Context: an optimization exercise on an open-source flow, tuned for small area. The choices shown serve that exercise and are no tape-out recipe. Function was checked by simulation only, so behaviour that the tests miss may differ from the original. Power figures rest on the tool's default switching activity, not on a simulated workload.

## design.v

```verilog
module stopwatch_fsm
  (
    input clkIn,
    input rstIn,
    input btnRunIn,
    input btnPauseIn,
    input btnClearIn,
    output reg enCounterOut,
    output reg clrCounterOut);
    parameter IDLE  = 4'b0001;
    parameter RUN   = 4'b0010;
    parameter PAUSE = 4'b0100;
    parameter CLEAR = 4'b1000;
    reg [3:0] state;
  always @ (posedge clkIn) begin
    if (rstIn == 1'b1) begin
      state         <= IDLE;
      enCounterOut  <= 1'b0;
      clrCounterOut <= 1'b0;
    end
    else begin
      case (state)
        IDLE:
          begin
            enCounterOut  <= 1'b0;
            clrCounterOut <= 1'b0;
            if (btnRunIn == 1'b1) begin
              state <= RUN;
            end
            else if (btnClearIn == 1'b1) begin
              state <= CLEAR;
            end
          end
        RUN:
          begin
            enCounterOut  <= 1'b1;
            clrCounterOut <= 1'b0;
            if (btnPauseIn == 1'b1) begin
              state <= PAUSE;
            end
            else if (btnClearIn == 1'b1) begin
              state <= CLEAR;
            end
          end
        PAUSE:
          begin
            enCounterOut  <= 1'b0;
            clrCounterOut <= 1'b0;
            if (btnRunIn == 1'b1) begin
              state <= RUN;
            end
            else if (btnClearIn == 1'b1) begin
              state <= CLEAR;
            end
          end
        CLEAR:
          begin
            enCounterOut  <= 1'b0;
            clrCounterOut <= 1'b1;
            state <= IDLE;
          end
        default: state <= IDLE;
      endcase
    end
  end
endmodule
module stopwatch_counter
  #(
    parameter CLK_FREQUENCY = 100000000)  
  (
    input clkIn,
    input rstIn,
    input enCounterIn,
    input clrCounterIn,
    output reg [3:0] milliBcdOneOut,
    output reg [3:0] milliBcdTenOut,
    output reg [3:0] milliBcdHundredOut,
    output reg [3:0] secondBcdOneOut,
    output reg [3:0] secondBcdTenOut,
    output reg [3:0] minuteBcdOneOut,
    output reg [3:0] minuteBcdTenOut,
    output reg [3:0] hourBcdOneOut);
  localparam UPDATE_COUNT = CLK_FREQUENCY / 1000;
  reg incrMilliBcdOneCnt;
  reg incrMilliBcdTenCnt;
  reg incrMilliBcdHundredCnt;
  reg incrSecondBcdOneCnt;
  reg incrSecondBcdTenCnt;
  reg incrMinuteBcdOneCnt;
  reg incrMinuteBcdTenCnt;
  reg incrHourBcdOneCnt;
  integer cnt;
  always @ (posedge clkIn) begin
    if (rstIn == 1'b1 || clrCounterIn == 1'b1) begin
      cnt <= 0;
      incrMilliBcdOneCnt <= 1'b0;
    end
    else begin
      incrMilliBcdOneCnt <= 1'b0;
      if (cnt == UPDATE_COUNT-1) begin
        incrMilliBcdOneCnt <= 1'b1;
        cnt <= 0;
      end
      else begin
        if (enCounterIn == 1'b1) begin
          cnt <= cnt + 1;
        end
      end
    end
  end
  always @ (posedge clkIn) begin
    if (rstIn == 1'b1 || clrCounterIn == 1'b1) begin
      milliBcdOneOut     <= 0;
      incrMilliBcdTenCnt <= 1'b0;
    end
    else begin
      incrMilliBcdTenCnt <= 1'b0;
      if (milliBcdOneOut == 10) begin
        incrMilliBcdTenCnt <= 1'b1;
        milliBcdOneOut <= 0;
      end
      else begin
        if (incrMilliBcdOneCnt == 1'b1) begin
          milliBcdOneOut <= milliBcdOneOut + 1;
        end
      end
    end
  end
  always @ (posedge clkIn) begin
    if (rstIn == 1'b1 || clrCounterIn == 1'b1) begin
      milliBcdTenOut     <= 0;
      incrMilliBcdHundredCnt <= 1'b0;
    end
    else begin
      incrMilliBcdHundredCnt <= 1'b0;
      if (milliBcdTenOut == 10) begin
        incrMilliBcdHundredCnt <= 1'b1;
        milliBcdTenOut <= 0;
      end
      else begin
        if (incrMilliBcdTenCnt == 1'b1) begin
          milliBcdTenOut <= milliBcdTenOut + 1;
        end
      end
    end
  end
  always @ (posedge clkIn) begin
    if (rstIn == 1'b1 || clrCounterIn == 1'b1) begin
      milliBcdHundredOut     <= 0;
      incrSecondBcdOneCnt <= 1'b0;
    end
    else begin
      incrSecondBcdOneCnt <= 1'b0;
      if (milliBcdHundredOut == 10) begin
        incrSecondBcdOneCnt <= 1'b1;
        milliBcdHundredOut <= 0;
      end
      else begin
        if (incrMilliBcdHundredCnt == 1'b1) begin
          milliBcdHundredOut <= milliBcdHundredOut + 1;
        end
      end
    end
  end
  always @ (posedge clkIn) begin
    if (rstIn == 1'b1 || clrCounterIn == 1'b1) begin
      secondBcdOneOut     <= 0;
      incrSecondBcdTenCnt <= 1'b0;
    end
    else begin
      incrSecondBcdTenCnt <= 1'b0;
      if (secondBcdOneOut == 10) begin
        incrSecondBcdTenCnt <= 1'b1;
        secondBcdOneOut <= 0;
      end
      else begin
        if (incrSecondBcdOneCnt == 1'b1) begin
          secondBcdOneOut <= secondBcdOneOut + 1;
        end
      end
    end
  end
  always @ (posedge clkIn) begin
    if (rstIn == 1'b1 || clrCounterIn == 1'b1) begin
      secondBcdTenOut     <= 0;
      incrMinuteBcdOneCnt <= 1'b0;
    end
    else begin
      incrMinuteBcdOneCnt <= 1'b0;
      if (secondBcdTenOut == 6) begin
        incrMinuteBcdOneCnt <= 1'b1;
        secondBcdTenOut <= 0;
      end
      else begin
        if (incrSecondBcdTenCnt == 1'b1) begin
          secondBcdTenOut <= secondBcdTenOut + 1;
        end
      end
    end
  end
  always @ (posedge clkIn) begin
    if (rstIn == 1'b1 || clrCounterIn == 1'b1) begin
      minuteBcdOneOut     <= 0;
      incrMinuteBcdTenCnt <= 1'b0;
    end
    else begin
      incrMinuteBcdTenCnt <= 1'b0;
      if (minuteBcdOneOut == 10) begin
        incrMinuteBcdTenCnt <= 1'b1;
        minuteBcdOneOut <= 0;
      end
      else begin
        if (incrMinuteBcdOneCnt == 1'b1) begin
          minuteBcdOneOut <= minuteBcdOneOut + 1;
        end
      end
    end
  end
  always @ (posedge clkIn) begin
    if (rstIn == 1'b1 || clrCounterIn == 1'b1) begin
      minuteBcdTenOut     <= 0;
      incrHourBcdOneCnt <= 1'b0;
    end
    else begin
      incrHourBcdOneCnt <= 1'b0;
      if (minuteBcdTenOut == 6) begin
        incrHourBcdOneCnt <= 1'b1;
        minuteBcdTenOut <= 0;
      end
      else begin
        if (incrMinuteBcdTenCnt == 1'b1) begin
          minuteBcdTenOut <= minuteBcdTenOut + 1;
        end
      end
    end
  end
  always @ (posedge clkIn) begin
    if (rstIn == 1'b1 || clrCounterIn == 1'b1) begin
      hourBcdOneOut <= 0;
    end
    else begin
      if (hourBcdOneOut == 10) begin
        hourBcdOneOut <= 0;
      end
      else begin
        if (incrHourBcdOneCnt == 1'b1) begin
          hourBcdOneOut <= hourBcdOneOut + 1;
        end
      end
    end
  end
endmodule
module mux_controller
  #(
    parameter INPUT_COUNT      = 8,
    parameter INPUT_DATA_WIDTH = 4,
    parameter CLK_FREQUENCY    = 100000000,  
    parameter REFRESH_RATE     = 1)         
  (
    input clkIn,
    input rstIn,
    input [INPUT_DATA_WIDTH-1:0] channe0In,
    input [INPUT_DATA_WIDTH-1:0] channe1In,
    input [INPUT_DATA_WIDTH-1:0] channe2In,
    input [INPUT_DATA_WIDTH-1:0] channe3In,
    input [INPUT_DATA_WIDTH-1:0] channe4In,
    input [INPUT_DATA_WIDTH-1:0] channe5In,
    input [INPUT_DATA_WIDTH-1:0] channe6In,
    input [INPUT_DATA_WIDTH-1:0] channe7In,
    output [$clog2(INPUT_COUNT)-1:0] selOut,
    output reg [INPUT_DATA_WIDTH-1:0] channelOut);
  localparam REFRESH_COUNT = CLK_FREQUENCY / REFRESH_RATE;
  integer cnt;
  reg [$clog2(INPUT_COUNT)-1:0] channelSel;
  assign selOut = channelSel;
  always @ (posedge clkIn) begin
    if (rstIn == 1'b1) begin
      channelSel <= 0;
      cnt        <= 0;
    end
    else begin
      if (cnt == REFRESH_COUNT-1) begin
        channelSel <= channelSel + 1;
        cnt <= 0;
      end
      else begin
        cnt <= cnt + 1;
      end
    end
  end
  always @ (posedge clkIn) begin
    if (rstIn == 1'b1) begin
      channelOut <= 0;
    end
    else begin
      case (channelSel)
        0 : channelOut <= channe0In;
        1 : channelOut <= channe1In;
        2 : channelOut <= channe2In;
        3 : channelOut <= channe3In;
        4 : channelOut <= channe4In;
        5 : channelOut <= channe5In;
        6 : channelOut <= channe6In;
        7 : channelOut <= channe7In;
        default : channelOut <= 0;
      endcase
    end
  end
endmodule
module seven_seg_display 
  #(
    parameter DIGIT_COUNT = 8,  
    parameter DP_SEG_EN  = 1'b0,
    parameter ACTIVE_LOW = 1'b1)
  (
    input clkIn,
    input rstIn,
    input [$clog2(DIGIT_COUNT)-1:0] selIn,
    input [3:0] bcdIn,
    output reg [DIGIT_COUNT-1:0] aSegOut,
    output [7:0] cSegOut);
  reg [6:0] ledSeg;
  integer i;
  always @ (posedge clkIn) begin
    for (i = 0; i < DIGIT_COUNT; i = i + 1) begin
      if (i == selIn) begin
        aSegOut[i] = 1'b1 ^ ACTIVE_LOW;
      end
      else begin
        aSegOut[i] = 1'b0 ^ ACTIVE_LOW;
      end
    end
  end
  always @ (posedge clkIn) begin
    if (rstIn == 1'b1) begin
      ledSeg <= 7'b0000000;
    end
    else begin
      case (bcdIn)
        0 : ledSeg <= 7'b0111111;
        1 : ledSeg <= 7'b0000110;
        2 : ledSeg <= 7'b1011011;
        3 : ledSeg <= 7'b1001111;
        4 : ledSeg <= 7'b1100110;
        5 : ledSeg <= 7'b1101101;
        6 : ledSeg <= 7'b1111101;
        7 : ledSeg <= 7'b0000111;
        8 : ledSeg <= 7'b1111111;
        9 : ledSeg <= 7'b1100111;
        default : ledSeg <= 7'b0000000;
      endcase
    end
  end
  assign cSegOut = (ACTIVE_LOW == 1'b1) ? ~{DP_SEG_EN, ledSeg} : {DP_SEG_EN, ledSeg};
endmodule
module stopwatch (
  input clkIn,
  input rstIn,
  input btnRunIn,
  input btnPauseIn,
  input btnClearIn,
  output [7:0] aSegOut,
  output [7:0] cSegOut);
  localparam CLK_FREQUENCY = 2000;
  wire enCounter;
  wire clrCounter;
  wire [3:0] milliBcdOne;
  wire [3:0] milliBcdTen;
  wire [3:0] milliBcdHundred;
  wire [3:0] secondBcdOne;
  wire [3:0] secondBcdTen;
  wire [3:0] minuteBcdOne;
  wire [3:0] minuteBcdTen;
  wire [3:0] hourBcdOne;
  wire [3:0] muxSelData;
  wire [2:0] muxSel;
  stopwatch_fsm FSM (
    .clkIn(clkIn),
    .rstIn(rstIn),
    .btnRunIn(btnRunIn),
    .btnPauseIn(btnPauseIn),
    .btnClearIn(btnClearIn),
    .enCounterOut(enCounter),
    .clrCounterOut(clrCounter));
  stopwatch_counter #(.CLK_FREQUENCY(CLK_FREQUENCY)) COUNTER (
    .clkIn(clkIn),
    .rstIn(rstIn),
    .enCounterIn(enCounter),
    .clrCounterIn(clrCounter),
    .milliBcdOneOut(milliBcdOne),
    .milliBcdTenOut(milliBcdTen),
    .milliBcdHundredOut(milliBcdHundred),
    .secondBcdOneOut(secondBcdOne),
    .secondBcdTenOut(secondBcdTen),
    .minuteBcdOneOut(minuteBcdOne),
    .minuteBcdTenOut(minuteBcdTen),
    .hourBcdOneOut(hourBcdOne));
  mux_controller #(.CLK_FREQUENCY(CLK_FREQUENCY), .REFRESH_RATE(480)) DATA_SEL_CONTROLLER (
    .clkIn(clkIn),
    .rstIn(rstIn),
    .channe0In(milliBcdOne),
    .channe1In(milliBcdTen),
    .channe2In(milliBcdHundred),
    .channe3In(secondBcdOne),
    .channe4In(secondBcdTen),
    .channe5In(minuteBcdOne),
    .channe6In(minuteBcdTen),
    .channe7In(hourBcdOne),
    .selOut(muxSel),
    .channelOut(muxSelData));
  seven_seg_display SSEG_CONTROLLER (
    .clkIn(clkIn),
    .rstIn(rstIn),
    .selIn(muxSel),
    .bcdIn(muxSelData),
    .aSegOut(aSegOut),
    .cSegOut(cSegOut));
endmodule
```

## run.sh

```bash
#!/bin/bash
# synth_recipe.tcl (not shown) runs the flow's synth.tcl, then flattens the netlist and writes it again
# the make line also repeats each setting of config.mk as NAME=value (left out here)
make -C /OpenROAD-flow-scripts/flow DESIGN_CONFIG=/design/flow/config.mk WORK_HOME=/design/flow/orfs CLKGATE_MAP_FILE= SYNTH_SCRIPT=/design/flow/synth_recipe.tcl finish
```

## config.mk

```make
export PLATFORM = sky130hd
export DESIGN_NAME = stopwatch
export DESIGN_NICKNAME = stopwatch
export VERILOG_FILES = /design/flow/design.v
export SDC_FILE = /design/flow/constraint.sdc
export NUM_CORES = 4
export LEC_CHECK = 0
export CAP_MARGIN = 20
export CORE_MARGIN = 2
export CORE_UTILIZATION = 40
export SLEW_MARGIN = 20
```

## constraint.sdc

```tcl
create_clock -name core_clock -period 4.0 [get_ports {clkIn}]
set_input_delay 0.8000 -clock core_clock [delete_from_list [all_inputs] [get_ports {clkIn}]]
set_output_delay 0.8000 -clock core_clock [all_outputs]
set_load 0.01 [all_outputs]
```

==> results.json, run 1 <==
{
  "status": "timing/DRC/antenna clean",
  "required_ns": 4.28,
  "core_um2": 15100,
  "clk_path_buf_depth": 2,
  "maxCapViolations": 0,
  "gp_congestion": 0.829,
  "fin_crit_sh_pct": 60.3,
  "synth_area_leaders": "dfxtp_1, nor2_1, xor2_1",
  "drt_wl_total_um": 12500,
  "die_w_um": 128,
  "slew_headroom_pct": 48.0,
  "via_count": 4854,
  "rows": 45,
  "post-cts-setup-buffers": 0,
  "hold_buffers": 0,
  "grt_pass1_wl_um": 21500,
  "yosys_warnings": 4,
  "syn_area_um2": 6190,
  "grt_max_degree": 33,
  "finalClockSkew_ns": 0.00584,
  "cts.clk_slew.worst_paths_ns": 0.06,
  "worst_pin_slew_ns": 0.773,
  "start_util_pct": 40.9,
  "die_area_um2": 16500,
  "drc": 0,
  "ys.flop_type": "dfxtp_1",
  "clock_latency_ns": 0.42,
  "drive_gt1_share_pct": 7.99,
  "crit_type": "register to register",
  "cts.sinks": 132,
  "synthArstFlopShare_pct": 0,
  "synth_seq_area_share_pct": 42.7,
  "antenna_cells": 0,
  "cts_buffers": 17,
  "syn_avg_cell_area_um2": 8.84,
  "grt_overflow_total": 0,
  "period_minus_slack_ns": 2.41,
  "synth_cells": 700,
  "drtPass1Iterations": 5,
  "hold_class": "register to register",
  "setup_viol": 0,
  "p_leak_nw": 2.61,
  "grt_pass1_vias": 4662,
  "fmax_mhz": 415,
  "synth_edf_count": 0,
  "detail_route.wl_per_cell_um": 13.6,
  "fin_nets": 749,
  "timing.hold.ws_ns": 0.490,
  "htreeDepth": 4,
  "rrSetupSlack_ns": 1.59,
  "dp_slack_ns": 1.29,
  "chipHeight_um": 128,
  "rsz0062_at_grt": "false",
  "hold_path_depth": 2,
  "irDropWorstVdd_v": 0.000262,
  "worstPathMaxFanout": 32,
  "cts_root_buf": "clkbuf_16",
  "grt_usage_pct": 16.1,
  "syn_to_final_growth_pct": 14.4,
  "fin_setup_tns_ns": 0,
  "layout_setup_ws_ns": 1.59,
  "yosysTopAreaCell": "dfxtp_1",
  "cp-start-kind": "register",
  "ys_types": 51,
  "worstRegToRegCells": 6,
  "portBuffers": 19,
  "ioPinCount": 21,
  "drtAntennaViolNets": 0,
  "drv_slew": 0,
  "antenna_found_initial": 0,
  "cts_tree": "built",
  "cts_resized": 0,
  "synth_top_area_share_pct": 42.7,
  "crit_arrival_ns": 2.69,
  "finalHoldViolCount": 0,
  "first_iter_violations": 326,
  "critPathCaptureType": "register",
  "syn_nets": 736,
  "power_density_nw_per_um2": 432,
  "vias_per_cell": 5.31,
  "hpwl_um": 8520,
  "ys_ff_latch": 132
}
worst max-delay path, cell delays in order, from the launching register on:
cell,delay (ns)
dfxtp_1,0.43
ha_1,0.26
nor4b_1,0.39
nand4_1,0.24
nor2_2,0.27
or2_2,0.57
nor2_1,0.12
state kept, by name, summed over array words and instances (netlist names), 7 cells and up:
register	flops
DATA_SEL_CONTROLLER.cnt	32
SSEG_CONTROLLER.aSegOut	8
COUNTER.cnt	32
SSEG_CONTROLLER.ledSeg	7
layout by cell type, fill, tap and decap left out, drive strengths merged, types with 5 or more instances in the layout:
master           n
ha              31
xor2            51
nand4           38
nand2           50
a211oi          12
clkdlybuf4s50   19
nand3           22
xnor2           33
a21oi           21
a222oi           5
nor2           129
dfxtp          132
and3            15
clkbuf          22
nor3            16
clkinv           6
and4             7
or3              8
nor4            22
and2             5
nand3b           8
inv             27
o21ai            9
worst paths after layout:
path	startpoint	end
setup / recovery	DATA_SEL_CONTROLLER.cnt[0]$_SDFF_PP0_	DATA_SEL_CONTROLLER.cnt[6]$_SDFF_PP0_
hold / removal	COUNTER.cnt[31]$_SDFFE_PP0P_	COUNTER.cnt[31]$_SDFFE_PP0P_
setup reg to reg	DATA_SEL_CONTROLLER.cnt[0]$_SDFF_PP0_	DATA_SEL_CONTROLLER.cnt[6]$_SDFF_PP0_
hold reg to reg	COUNTER.cnt[31]$_SDFFE_PP0P_	COUNTER.cnt[31]$_SDFFE_PP0P_
report_power, final:
part           internal (mW)  total [mW]  switching [mW]
combinational         0.0733       0.169          0.0958
clock                  0.958        1.52           0.558
sequential              1.34        1.37          0.0282
cell families (layout without fill, tap and decap cells):
family / count (synthesis) / count (layout) / share of synthesized area [%]
and+or+nand+nor: 332 / 332 / 28.2
buffers and inverters: 55 / 81 / 3.92
xor gates and xnor gates: 84 / 84 / 11.9
other: 1 / 1 / 0.0606
muxes: 2 / 2 / 0.323
DFF: 132 / 132 / 42.7
adders and majority gates: 31 / 31 / 6.27
AOI/OAI and AO/OA: 63 / 63 / 6.67
Yosys cell counts, drive strengths merged, types with 17 or more instances:
| cell type | n |
|---|---|
| dfxtp | 132 |
| nor2 | 129 |
| xor2 | 51 |
| nand2 | 50 |
| nand4 | 38 |
| xnor2 | 33 |
| ha | 31 |
| inv | 27 |
| nand3 | 22 |
| nor4 | 22 |
| a21oi | 21 |
| clkbuf | 17 |
through the flow:
| stage | instances | power, mW | instance area [um2] | util, % |
|---|---|---|---|---|
| after floorplan | 700 | 1.51 | 6190 | - |
| after global placement | 882 | 1.56 | 6500 | 42.9 |
| after detailed placement | 882 | 1.57 | 6500 | 42.9 |
| after CTS | 914 | 3.09 | 7080 | 46.7 |
| after global routing | 914 | 3.17 | 7080 | 46.7 |
| final | 914 | 3.05 | 7080 | 46.7 |
routing by layer:
metal	share of wire [%]	GRT usage [%]	up-vias
met3	3.9	4.82	26
li1	-	-	2435
met2	47	26.8	90
met4	2.0	6.33	0
met1	47	19.6	2303
met5	0	0	-
final cells by class:
type	instances	area, um2
Fill cell	1416	8070
Multi-Input combinational cell	513	3310
Sequential cell	132	2640
Clock buffer	22	474
Tap cell	188	235
Timing Repair Buffer	22	213
Clock inverter	10	105
Inverter	27	101
==> inputs of run 2 (changes only) <==
==> design.v (replaced) <==
module stopwatch (
  input clkIn,
  input rstIn,
  input btnRunIn,
  input btnPauseIn,
  input btnClearIn,
  output [7:0] aSegOut,
  output [7:0] cSegOut);
  localparam [1:0] S_IDLE  = 2'd0;   
  localparam [1:0] S_IDLEC = 2'd1;   
  localparam [1:0] S_RUN   = 2'd2;
  localparam [1:0] S_CLEAR = 2'd3;
  reg [1:0] state;
  reg       en;
  always @(posedge clkIn) begin
    if (rstIn) begin
      state <= S_IDLE;
      en    <= 1'b0;
    end else begin
      en <= (state == S_RUN);
      case (state)
        S_RUN:   state <= btnPauseIn ? S_IDLE : (btnClearIn ? S_CLEAR : S_RUN);
        S_CLEAR: state <= S_IDLEC;
        default: state <= btnRunIn ? S_RUN : (btnClearIn ? S_CLEAR : S_IDLE);
      endcase
    end
  end
  wire clr = rstIn | (state == S_IDLEC);
  reg pc, tick;
  always @(posedge clkIn) begin
    if (clr) begin
      pc   <= 1'b0;
      tick <= 1'b0;
    end else begin
      tick <= pc;
      pc   <= ~pc & en;
    end
  end
  reg [3:0] d0, d1, d2, d3, d5, d7;
  reg [2:0] d4, d6;
  wire z0 = (d0 == 4'hF);
  wire z1 = (d1 == 4'hF);
  wire z2 = (d2 == 4'hF);
  wire z3 = (d3 == 4'hF);
  wire z4 = (d4 == 3'h7);
  wire z5 = (d5 == 4'hF);
  wire z6 = (d6 == 3'h7);
  function [3:0] nxt10(input [3:0] d, input inc);
    if (d == 4'd10)      nxt10 = 4'hF;
    else if (d == 4'hF)  nxt10 = inc ? 4'd1 : 4'd0;
    else                 nxt10 = inc ? d + 4'd1 : d;
  endfunction
  function [2:0] nxt6(input [2:0] d, input inc);
    if (d == 3'd6)       nxt6 = 3'h7;
    else if (d == 3'h7)  nxt6 = inc ? 3'd1 : 3'd0;
    else                 nxt6 = inc ? d + 3'd1 : d;
  endfunction
  always @(posedge clkIn) begin
    if (clr) begin
      d0 <= 4'd0; d1 <= 4'd0; d2 <= 4'd0; d3 <= 4'd0;
      d4 <= 3'd0; d5 <= 4'd0; d6 <= 3'd0; d7 <= 4'd0;
    end else begin
      d0 <= nxt10(d0, tick);
      d1 <= nxt10(d1, z0);
      d2 <= nxt10(d2, z1);
      d3 <= nxt10(d3, z2);
      d4 <= nxt6(d4, z3);
      d5 <= nxt10(d5, z4);
      d6 <= nxt6(d6, z5);
      d7 <= (d7 == 4'd10) ? 4'd0 : (z6 ? d7 + 4'd1 : d7);
    end
  end
  reg [1:0] rc;     
  reg [2:0] sel;    
  reg [2:0] psel;   
  reg [3:0] ch;     
  reg [3:0] seg;    
  always @(posedge clkIn) begin
    psel <= sel;
    if (rstIn) begin
      rc  <= 2'd0;
      sel <= 3'd0;
      ch  <= 4'd0;
      seg <= 4'd10;
    end else begin
      {sel, rc} <= {sel, rc} + 5'd1;
      case (sel)
        3'd0: ch <= d0;
        3'd1: ch <= d1;
        3'd2: ch <= d2;
        3'd3: ch <= d3;
        3'd4: ch <= {z4, d4};
        3'd5: ch <= d5;
        3'd6: ch <= {z6, d6};
        default: ch <= d7;
      endcase
      seg <= ch;
    end
  end
  localparam [55:0] LOW = {7'b0000111, 7'b1111101, 7'b1101101, 7'b1100110,
                           7'b1001111, 7'b1011011, 7'b0000110, 7'b0111111};
  localparam [27:0] HIGH = {7'b0111111, 7'b0000000, 7'b1100111, 7'b1111111};
  wire [6:0] led = seg[3] ? HIGH[seg[1:0]*7 +: 7] : LOW[seg[2:0]*7 +: 7];
  assign cSegOut = ~{1'b0, led};
  assign aSegOut = ~(8'd1 << psel);
endmodule
==> results.json, run 2 <==
{
  "final_cell_mix": "dfxtp_1, ha_1, clkdlybuf4s50_1, inv_1, o21ai_0",
  "via_count": 2406,
  "cts_resized": 0,
  "ys.flop_type": "dfxtp_1",
  "fin_nets": 368,
  "cts.sinks": 51,
  "maxCapViolations": 0,
  "ioPinCount": 21,
  "critPathCaptureType": "output pin",
  "status": "timing/DRC/antenna clean",
  "crit_slowest_cell": "clkdlybuf4s50_1",
  "first_iter_violations": 185,
  "final_design_area_no_fill_um2": 3310,
  "layout_setup_ws_ns": 1.31,
  "yosysTopAreaCell": "dfxtp_1",
  "vias_per_cell": 5.49,
  "worstPathMaxFanout": 5,
  "clk_path_buf_depth": 2,
  "ys_ff_latch": 51,
  "antenna_cells": 0,
  "power_mw": 0.962,
  "rows": 31,
  "final_util_pct": 45.7,
  "grt_max_degree": 35,
  "hpwl_um": 4240,
  "start_util_pct": 41.1,
  "grt_overflow_total": 0,
  "cts_root_buf": "clkbuf_8",
  "place_area_um2": 3200,
  "multiInputGateArea_um2": 1790,
  "portBuffers": 19,
  "antenna_found_initial": 0,
  "drtAntennaViolNets": 0,
  "p_int_mw": 0.738,
  "clock_latency_ns": 0.31,
  "fin_crit_sh_pct": 67.4,
  "syn_nets": 360,
  "pwr-share-clk_pct": 38.5,
  "die_w_um": 90.3,
  "comb_power_share_pct": 6.6,
  "synth_area_leaders": "dfxtp_1, ha_1, and3b_1",
  "dp_slack_ns": 1.59,
  "syn_to_final_growth_pct": 11.1,
  "power_density_nw_per_um2": 291,
  "power_switching_share_pct": 23.4,
  "p_leak_nw": 1.29,
  "yosys_warnings": 1,
  "grt_usage_pct": 14.6,
  "yosysMostFrequentCell": "dfxtp_1",
  "post-cts-setup-buffers": 0,
  "syn_area_um2": 2980,
  "p_sw_mw": 0.225,
  "synth_cells": 330,
  "finalHoldViolCount": 0,
  "path_cells": "inv_1, ha_1, mux2i_1, clkdlybuf4s50_1",
  "period_minus_slack_ns": 2.69,
  "required_ns": 3.20,
  "drc": 0,
  "grt_pass1_vias": 2095,
  "crit_arrival_ns": 1.89,
  "detail_route.wl_per_cell_um": 13.6,
  "finalClockSkew_ns": 0.00588,
  "rrSetupSlack_ns": 2.14,
  "irDropWorstVdd_v": 0.000125,
  "synth_top_area_share_pct": 34.3,
  "cts_tree": "built",
  "nFillCells": 719,
  "gp_congestion": 0.762,
  "rsz0062_at_grt": "false",
  "slowest_delay_ns": 0.55,
  "drive_gt1_share_pct": 9.14,
  "drv_slew": 0,
  "seq_power_share_pct": 55.0,
  "ys_top_cells_by_count": "dfxtp_1, ha_1, inv_1",
  "syn_avg_cell_area_um2": 9.03,
  "worst_pin_slew_ns": 1.00,
  "cts_buffers": 5,
  "chipHeight_um": 90.3,
  "final_common_cell": "dfxtp_1",
  "slew_headroom_pct": 33.0,
  "ff_latch_area_um2": 1020,
  "hold_class": "register to register",
  "drtPass1Iterations": 5,
  "fin_setup_tns_ns": 0,
  "synthArstFlopShare_pct": 0,
  "ys_types": 59,
  "setup_viol": 0,
  "fmax_mhz": 371,
  "crit_type": "register to output pin",
  "die_area_um2": 8160,
  "grt_pass1_wl_um": 10100,
  "cp-start-kind": "register",
  "hold_buffers": 0,
  "synth_seq_area_share_pct": 34.3,
  "drt_wl_total_um": 5970,
  "core_um2": 7250,
  "synth_edf_count": 0,
  "cts.clk_slew.worst_paths_ns": 0.09,
  "htreeDepth": 2
}
==> run 2: layout make-up <==
type	count	share of cell area [%]
clock inverters	3	1.40
multi-input cells	242	53.9
flip-flops and latches	51	30.8
well taps	99	3.74
clock buffers	5	2.08
repair buffers	20	5.97
inverters	18	2.04
==> run 2: worst max-delay path, delay by kind of cell, from the launching register on <==
| family | cells | cell delay [ns] |
|---|---|---|
| buf+inv | 2 | 0.66 |
| mux | 1 | 0.19 |
| fa+ha+maj | 1 | 0.35 |
| flops | 1 | 0.39 |
==> run 2: routing by layer <==
| metal | vias up | wire [um] | global-route usage [%] |
|---|---|---|---|
| met3 | 5 | 156 | 2.09 |
| li1 | 1239 | - | - |
| met5 | - | 0 | 0 |
| met2 | 37 | 2710 | 23.2 |
| met4 | 0 | 65 | 4.23 |
| met1 | 1125 | 3030 | 20.7 |
==> run 2: through the flow <==
stage / hold WS, ns / instances
global route: 0.460 / 438
floorplan: 0.357 / 330
CTS: 0.430 / 438
finish: 0.427 / 438
global placement: 0.409 / 430
detailed placement: 0.409 / 430
==> run 2: cells by family (layout without fill, tap and decap cells) <==
kind of cell	after synthesis	after routing	share of synthesized area [%]
AND/OR/NAND/NOR	106	106	21.3
AO/OA/AOI/OAI	98	98	24.1
XOR/XNOR	8	8	2.35
multiplexers	4	4	1.55
other	1	1	0.126
adder cells (fa/ha/maj)	25	25	10.5
buffers and inverters	37	46	5.79
flip-flops	51	51	34.3
==> run 2: power groups by stage <==
stage,Clock [mW],Combinational (mW),Sequential [mW]
after global placement,0,0.0633,0.541
final,0.370,0.0631,0.529
after CTS,0.380,0.0639,0.529
after floorplan,0,0.0444,0.533
after detailed placement,0,0.0637,0.541
after global routing,0.399,0.0690,0.531
==> run 2: final timing paths <==
kind / startpoint / end / depth (start not counted)
worst min-delay path: pc$_SDFF_PP0_ / pc$_SDFF_PP0_ / 1
worst min register to register: pc$_SDFF_PP0_ / pc$_SDFF_PP0_ / 1
worst max register to register: sel[0]$_SDFF_PP0_ / ch[0]$_SDFF_PP0_ / 3
worst max-delay path: seg[1]$_SDFF_PP1_ / cSegOut[3] / 4

-- static timing again, ports no longer ideal --
No port has a modelled driver above. Below, the same layouts with a new extraction and two added sets of constraints. Step 1 assumes that a clkbuf_16 drives the clock port and a buf_2 every other input. Step 2 adds t to the input delays and takes it off the output delays; t is the mean of the earliest and latest rising clock arrival at the registers after step 1. Input paths then give back, and output paths get back, about the clock's delay inside the block. Slacks: ideal ports / drivers / drivers and shift; pairs: ideal ports / drivers.
| run | shift t [ns] | slack for setup (ns) | worst data-port slew with drivers (ns) | cell pins on the clock port's net |
|---|---|---|---|---|
| run 1 | 0.459 | 1.588 / 1.588 / 1.297 | 0.03 | 1 |
| run 2 | 0.333 | 1.305 / 1.276 / 1.588 | 0.04 | 1 |
After both steps setup and hold are still met in every run listed. The setup slack of run 1, which loses most, moves by 0.000 ns with the drivers and by -0.291 ns with both steps.
